This design comes from an exercise in tuning for small area and a short achievable clock period on the open sky130 flow, not from production work.
Function was checked by simulation only, so behaviour that the tests miss may differ from the original.
No driver is modelled on the clock port, so clocking that relies on it looks cheaper here than on a real chip.
Power figures rest on the tool's default switching activity, not on a simulated workload.

==> flow/design.v, too long to show whole: its modules and the start of the top module <==
// module Converter: 1423 lines
// module Converter_a21oi: 3 lines
// module Converter_a222oi: 3 lines
// module Converter_a22oi: 3 lines
// module Converter_inv: 3 lines
// module Converter_maj3: 3 lines
// module Converter_nand2: 3 lines
// module Converter_nor2: 3 lines
// module Converter_nor2b: 3 lines
// module Converter_o21ai: 3 lines
// module Converter_or2: 3 lines
// module Converter_xnor2: 3 lines
// module Converter_xor2: 3 lines
module Converter #(parameter INPUT_WIDTH = 16,
                   parameter OUTPUT_WIDTH = 64)(
    input[INPUT_WIDTH-1:0] data,
    input sop,
    input eop,
    input rst,
    input clk,
    output[OUTPUT_WIDTH-1:0] number,
    output valid,
    output error
    );
  // ...
==> flow/flow/run.sh <==
#!/bin/bash
# Own layout flow. Differences from the standard layout:
#  1. synthesis reads design_gates.v, a copy of design.v in which each one-gate
#     cell module (Converter_<gate>) instantiates the matching sky130 cell
#     (flow/gatemap.py), so the adder keeps the gate structure the RTL spells
#     out; the rest goes through the standard flow's synthesis script (synth_recipe.tcl)
#     unchanged, so the registers and their names are the standard ones;
#  2. the port buffers are buf_1 cells;
#  3. timing repair aims at a setup slack of 5.3 ns (a 3.2 ns period), more
#     than config.mk's settings allow;
#  4. after clock tree synthesis, flow/skew.tcl gives the six multiplier-select
#     registers their own clock buffer off the clock port, one buffer level
#     earlier than the other registers (skew on register-to-register paths
#     only: these registers neither read inputs nor drive outputs).
# Each tool's output goes to a log file in this folder.
set -euo pipefail
W=$(pwd)
R=$W/orfs/results/$FLOW_PLATFORM/Converter/base

python3 flow/gatemap.py design.v design_gates.v > gatemap.log 2>&1

# the flow settings from config.mk, passed on make's command line as standard.sh does
args=()
while read -r kw k eq v; do
  [[ "$kw" == export && "$eq" == "=" ]] || continue
  case "$k" in
    PLATFORM|DESIGN_NAME|DESIGN_NICKNAME|VERILOG_FILES|SDC_FILE|NUM_CORES|LEC_CHECK) ;;
    *) args+=("$k=$v") ;;
  esac
done < config.mk

make -C "$FLOW_HOME" DESIGN_CONFIG="$W/config.mk" WORK_HOME="$W/orfs" CLKGATE_MAP_FILE= \
  SYNTH_SCRIPT="$W/synth_recipe.tcl" "${args[@]}" VERILOG_FILES="$W/design_gates.v" \
  synth > synth.log 2>&1

make -C "$FLOW_HOME" DESIGN_CONFIG="$W/config.mk" WORK_HOME="$W/orfs" CLKGATE_MAP_FILE= \
  SYNTH_SCRIPT="$W/synth_recipe.tcl" "${args[@]}" VERILOG_FILES="$W/design_gates.v" \
  "BUFFER_PORTS_ARGS=-buffer_cell sky130_fd_sc_hd__buf_1" SETUP_SLACK_MARGIN=5.3 \
  POST_CTS_TCL="$W/flow/skew.tcl" finish > layout.log 2>&1

: # left out here: write the final layout as DEF
==> flow/flow/gatemap.py <==
#!/usr/bin/env python3
"""Rewrite design.v for synthesis: each one-gate cell module Converter_<gate>
(assign y = <function>;) gets the matching sky130 cell instead of its assign,
so synthesis keeps exactly the gate netlist the RTL spells out.
usage: gatemap.py IN OUT"""
import re, sys

P = 'sky130_fd_sc_hd__'
MAP = {
    'inv':    ('inv_1',    {'a': 'A', 'y': 'Y'}),
    'nand2':  ('nand2_1',  {'a': 'A', 'b': 'B', 'y': 'Y'}),
    'nor2':   ('nor2_1',   {'a': 'A', 'b': 'B', 'y': 'Y'}),
    'nor2b':  ('nor2b_1',  {'a': 'A', 'bn': 'B_N', 'y': 'Y'}),
    'xor2':   ('xor2_1',   {'a': 'A', 'b': 'B', 'y': 'X'}),
    'xnor2':  ('xnor2_1',  {'a': 'A', 'b': 'B', 'y': 'Y'}),
    'a21oi':  ('a21oi_1',  {'a1': 'A1', 'a2': 'A2', 'b': 'B1', 'y': 'Y'}),
    'o21ai':  ('o21ai_1',  {'a1': 'A1', 'a2': 'A2', 'b': 'B1', 'y': 'Y'}),
    'a22oi':  ('a22oi_1',  {'a1': 'A1', 'a2': 'A2', 'b1': 'B1', 'b2': 'B2', 'y': 'Y'}),
    'or2':    ('or2_1',    {'a': 'A', 'b': 'B', 'y': 'X'}),
    'and2':   ('and2_1',   {'a': 'A', 'b': 'B', 'y': 'X'}),
    'maj3':   ('maj3_1',   {'a': 'A', 'b': 'B', 'c': 'C', 'y': 'X'}),
    'a222oi': ('a222oi_1', {'a1': 'A1', 'a2': 'A2', 'b1': 'B1', 'b2': 'B2',
                            'c1': 'C1', 'c2': 'C2', 'y': 'Y'}),
}

src = open(sys.argv[1]).read()
n = [0]

def sub(m):
    kind, ports, body = m.group(1), m.group(2), m.group(3)
    if kind not in MAP:
        return m.group(0)
    cell, pins = MAP[kind]
    names = re.findall(r'(?:input|output)\s+(\w+)', ports)
    assert sorted(names) == sorted(pins), (kind, names)
    conns = ', '.join(f'.{pins[p]}({p})' for p in names)
    n[0] += 1
    return f'module Converter_{kind} ({ports});\n    {P}{cell} g ({conns});\nendmodule'

out = re.sub(r'module Converter_(\w+) \(([^)]*)\);\n(.*?)\nendmodule', sub, src, flags=re.S)
open(sys.argv[2], 'w').write(out)
print(f'gatemap: {n[0]} cell modules mapped')
==> flow/flow/skew.tcl <==
# After clock tree synthesis: clock the six multiplier-select registers
# (t1_1 .. t2_n) from their own clock buffer, driven by the clock port, so
# that their clock arrives one buffer level earlier than the other
# registers'.  These registers are loaded only from other registers and
# drive only the accumulator datapath, so this skew acts only on paths
# between registers.
set block [ord::get_db_block]
set db [ord::get_db]
set clk_net [[$block findBTerm clk] getNet]
set master [$db findMaster sky130_fd_sc_hd__clkbuf_4]
set buf [odb::dbInst_create $block $master selck_buf]
set net [odb::dbNet_create $block selck_net]
$net setSigType CLOCK
[$buf findITerm A] connect $clk_net
[$buf findITerm X] connect $net
set xs 0
set ys 0
set n 0
foreach name {t1_1 t1_2 t1_3 t2_0 t2_1 t2_n} {
  set inst [$block findInst "${name}\$_DFF_P_"]
  set it [$inst findITerm CLK]
  $it disconnect
  $it connect $net
  lassign [$inst getLocation] x y
  incr xs $x
  incr ys $y
  incr n
}
$buf setLocation [expr {$xs / $n}] [expr {$ys / $n}]
$buf setPlacementStatus PLACED
global_connect
detailed_placement
check_placement -verbose
puts "skew.tcl: select registers moved to selck_net"
==> flow/standard.sh <==
#!/bin/bash
# synth_recipe.tcl (not shown) runs the flow's synth.tcl, then flattens the netlist and writes it again
# the make line also repeats each setting of config.mk as NAME=value (left out here)
make -C /OpenROAD-flow-scripts/flow DESIGN_CONFIG=/design/flow/config.mk WORK_HOME=/design/flow/orfs CLKGATE_MAP_FILE= SYNTH_SCRIPT=/design/flow/synth_recipe.tcl "${@:-finish}"
==> flow/config.mk <==
export PLATFORM = sky130hd
export DESIGN_NAME = Converter
export DESIGN_NICKNAME = Converter
export VERILOG_FILES = /design/flow/design.v
export SDC_FILE = /design/flow/constraint.sdc
export NUM_CORES = 8
export LEC_CHECK = 0
export CAP_MARGIN = 20
export CORE_MARGIN = 2
export CORE_UTILIZATION = 40
export CTS_BUF_LIST = sky130_fd_sc_hd__clkbuf_4 sky130_fd_sc_hd__clkbuf_8
export SETUP_SLACK_MARGIN = 5
export SLEW_MARGIN = 20
export SYNTH_HIERARCHICAL = 1
==> flow/constraint.sdc <==
create_clock -name core_clock -period 8.5 [get_ports {clk}]
set_input_delay 1.7000 -clock core_clock [delete_from_list [all_inputs] [get_ports {clk}]]
set_output_delay 1.7000 -clock core_clock [all_outputs]
set_load 0.01 [all_outputs]
==> reports/metrics.cfg, run 1 <==
[critical_path]
cp-start-kind = flop
crit_buf_inv = 2
crit_cells = 14

[synthesis]
synthAdderAreaFrac_pct = 1.56
synth_ff_type = dfxtp_1
synth_xor_area_share_pct = 11.2
synth.most_common_cell = a222oi_1
synth_edf_count = 5
synth_nets = 800
netlist_area_um2 = 5920

[floorplanning]
dieArea_um2 = 15800
io_pins = 86

[clock_network]
path_clk_slew_ps = 90

[layout]
num-fill-cells = 1466
sh_seq_area_pct = 25.5
antennaDiodeCount = 0
mostFrequentLayoutCell = a222oi_1
largest_register_ff_count = 64

[power_and_ir_drop]
p_comb_mw = 0.228
ir_drop_mv = 0.0904
pg_seq_mw = 0.511
power_frac_comb_pct = 22.0
maxPowerGroup = registers

[status]
status = complete, no violations

[sta]
rsz0062_at_grt = true
setup_violations = 0

[worst_hold_path]
min-delay-start = eop_d

==> run 2: changes to the inputs <==
--- a/flow/flow/run.sh
+++ b/flow/flow/run.sh
@@ -12,5 +12,7 @@
 #     registers their own clock buffer off the clock port, one buffer level
 #     earlier than the other registers (skew on register-to-register paths
-#     only: these registers neither read inputs nor drive outputs).
+#     only: these registers neither read inputs nor drive outputs);
+#  5. clock tree synthesis inserts no dummy loads (CTS_ARGS below is ORFS's
+#     default argument list plus -dont_use_dummy_load).
 # Each tool's output goes to a log file in this folder.
 set -euo pipefail
@@ -37,5 +39,7 @@
   SYNTH_SCRIPT="$W/synth_recipe.tcl" "${args[@]}" VERILOG_FILES="$W/design_gates.v" \
   "BUFFER_PORTS_ARGS=-buffer_cell sky130_fd_sc_hd__buf_1" SETUP_SLACK_MARGIN=5.3 \
-  POST_CTS_TCL="$W/flow/skew.tcl" finish > layout.log 2>&1
+  POST_CTS_TCL="$W/flow/skew.tcl" \
+  "CTS_ARGS=-sink_clustering_enable -repair_clock_nets -buf_list {sky130_fd_sc_hd__clkbuf_4 sky130_fd_sc_hd__clkbuf_8} -dont_use_dummy_load" \
+  finish > layout.log 2>&1
 
 : # left out here: write the final layout as DEF
==> reports/metrics.cfg, run 2 <==
[status]
status = complete, no violations

[floorplanning]
core_area_um2 = 14500
io_pins = 86  ; unchanged
row_count = 44
die_h_um = 126
dieArea_um2 = 15800  ; unchanged
start_util_pct = 40.9
die_x_um = 126

[critical_path]
path_class = flop to flop
crit_path_end_kind = flop
cp-start-kind = flop
crit_fanout = 7
worstPathArrival_ps = 3270
cp.required_ps = 8780

[layout]
top_register = acc
area_growth_pct = 15.8
antennaDiodeCount = 0  ; unchanged
largest_register_ff_count = 64  ; unchanged
nets = 906
reg_top3 = acc: 64 flops, base: 4 flops, dign: 4 flops
num-fill-cells = 1478  ; +0.82%
final_cells = 1063
mostFrequentLayoutCells = 124 x a222oi_1, 103 x nand2_1, 92 x inv_1
drive_gt1_share_pct = 7.05
mostFrequentLayoutCell = a222oi_1

[synthesis]
avgSynthCellArea_um2 = 7.64
synth_cells = 775
synth_ff_type = dfxtp_1
synth.lib_cells_used.distinct = 30
synth_edf_count = 5  ; unchanged
synth_largest_area_cell = dfxtp_1
synthArstFlopShare_pct = 3.61
netlist_area_um2 = 5920  ; unchanged
yosysSeqAreaShare_pct = 29.1
synth_top_area_share_pct = 25.3
yosys_warnings = 7
ys_seq_elements = 83
synth.most_common_cell = a222oi_1
synthTopCellsByCount = 124 x a222oi_1, 103 x nand2_1, 92 x inv_1
synth_nets = 800  ; unchanged
synthTopCellsByArea = dfxtp_1 25%, a222oi_1 21%, xnor2_1 6.9%

[clock_network]
clkSinkCount = 83
worstSkewPairLatency_ps = 370
cts_tree = yes
path_clk_slew_ps = 80  ; about the same

[sta]
rsz0062_at_grt = true
fin_skew_ps = 233
tns_ps = 0
period_minus_slack_ps = 2990
hold_viol = 0
post-route-period-util_pct = 35.2
slew_viol_final = 0
setup_violations = 0  ; unchanged
worstMarginPinSlew_ps = 513
max_freq_mhz = 334
hold_ws_ps = 383
relSlewSlack_pct = 65.8

[detailed_routing]
top_layer = met4
met3_length_um = 1110
drt-met1-wl_um = 7150
drt_wl_total_um = 16100
final_antenna_net_count = 0
dr.pass1.iters = 13
drt-initial-drc-count = 889
num_vias = 6224
vias_per_cell = 5.86
avgRoutedWirePerCell_um = 15.1
wl_met2_um = 7540
drc_errors = 0

[global_routing]
grt_pass1_vias = 5437
grt_pass1_wl_um = 26300
grt.total_usage_pct = 19.8
antenna_found_initial = 0
grt.overflow.total = 0
grt_max_degree = 64

[power_and_ir_drop]
ir_drop_mv = 0.0852  ; -5.8%
power_density_nw_per_um2 = 143
power_mw = 0.977
power.leakage_nw = 2.55

[placement]
place_congestion = 0.802
place.detailed.hpwl_um = 10200
numPortBuffers = 85
dp_cells = 1046

[worst_hold_path]
hold_path.class = flop to flop

[job]
max-cap-violations = 0

-- run 2: Yosys stat by module (local to each module, per instance), excerpt --
module / cell area [um^2] / flops+latches
Converter_a22oi: 7.51 / 0
Converter_nor2: 3.75 / 0
Converter_a21oi: 5.00 / 0
Converter_xor2: 8.76 / 0
Converter_o21ai: 5.00 / 0
Converter_xnor2: 8.76 / 0
Converter_a222oi: 10.0 / 0
-- run 2: cells by family (layout without fill, tap and decap cells) --
group | Yosys count | after routing | share of synthesized area, %
flops | 83 | 83 | 29.1
xor+xnor | 76 | 76 | 11.2
compound gates | 252 | 252 | 32.0
simple gates | 263 | 263 | 20.1
buf+inv | 93 | 197 | 5.91
fa+ha+maj | 8 | 8 | 1.56
-- run 2: final cells by class, without the clock buffers --
class                   instances  area, um^2  area share, %
flip-flops and latches         83        1760           25.7
plain buffers                   1        7.51          0.109
well taps                     184         230           3.36
multi-input cells             599        3940           57.5
inverters                      92         345           5.04
repair buffers                 95         447           6.51
-- run 2: report_power, final --
part           leakage [nW]  internal [mW]  switching, mW
logic                  1.78         0.0935          0.134
registers             0.703          0.436         0.0762
clock network        0.0693          0.100          0.137
-- run 2: per-layer routing --
layer  GRT usage, %  vias to the layer above
li1               -                     3127
met1           25.3                     2820
met2           33.0                      262
met3           3.48                       15
met4           8.30                        0
met5              0                        -
-- run 2: worst max-delay path, cell delays in order, from the launching register on --
cell	delay, ps
dfxtp_2	400
inv_1	60
a222oi_1	380
xor2_1	210
xor2_1	220
nor2_1	120
a21oi_2	180
o21ai_1	100
or2_4	320
buf_4	160
a21oi_1	270
o21ai_1	160
a21oi_1	210
xnor2_1	130
-- run 2: stage by stage --
| stage | util (%) | worst slack (ps) | cell area (um^2) |
|---|---|---|---|
| final | 47.4 | 5510 | 6860 |
| after global routing | 47.4 | 5290 | 6860 |
| after detailed placement | 44.9 | 4940 | 6510 |
| after global placement | 44.9 | 4980 | 6510 |
| after floorplan | - | 5310 | 5940 |
-- run 2: worst paths after layout --
path / startpoint / depth (start not counted) / slack (ps) / end
max in group asynchronous: rst / 2 / 7200 / vld
worst max register to register: acc[1] / 13 / 5510 / acc[11]
min in group asynchronous: rst / 2 / 1170 / eop_d
worst max-delay path: acc[1] / 13 / 5510 / acc[11]
worst min-delay path: eop_d / 0 / 380 / vld
worst min register to register: eop_d / 0 / 380 / vld

## afterwards: timing with drivers on the ports
Ports are ideal in the flow. The routed layouts listed here were re-timed in OpenROAD. Step 1, drivers: a clkbuf_16 drives clk and a buf_2 each remaining input, both assumed. Step 2 moves the port delays by t, midway between the first and last clock arrival at a register: inputs arrive t later, outputs are due t later. That takes back most of the time a late clock gives input paths. Three values: ideal, step 1, step 2; two values: the first two.
run	shift t [ns]	setup WS [ns]	latest minus earliest clock arrival (ns)
run 1	0.292	5.502 / 5.502 / 5.295	0.234 / 0.235
run 2	0.290	5.507 / 5.507 / 5.303	0.234 / 0.233
After both steps setup and hold are still met in every run listed. For run 1, which loses most, drivers alone change the setup slack by 0.000 ns; drivers and shift together by -0.207 ns.
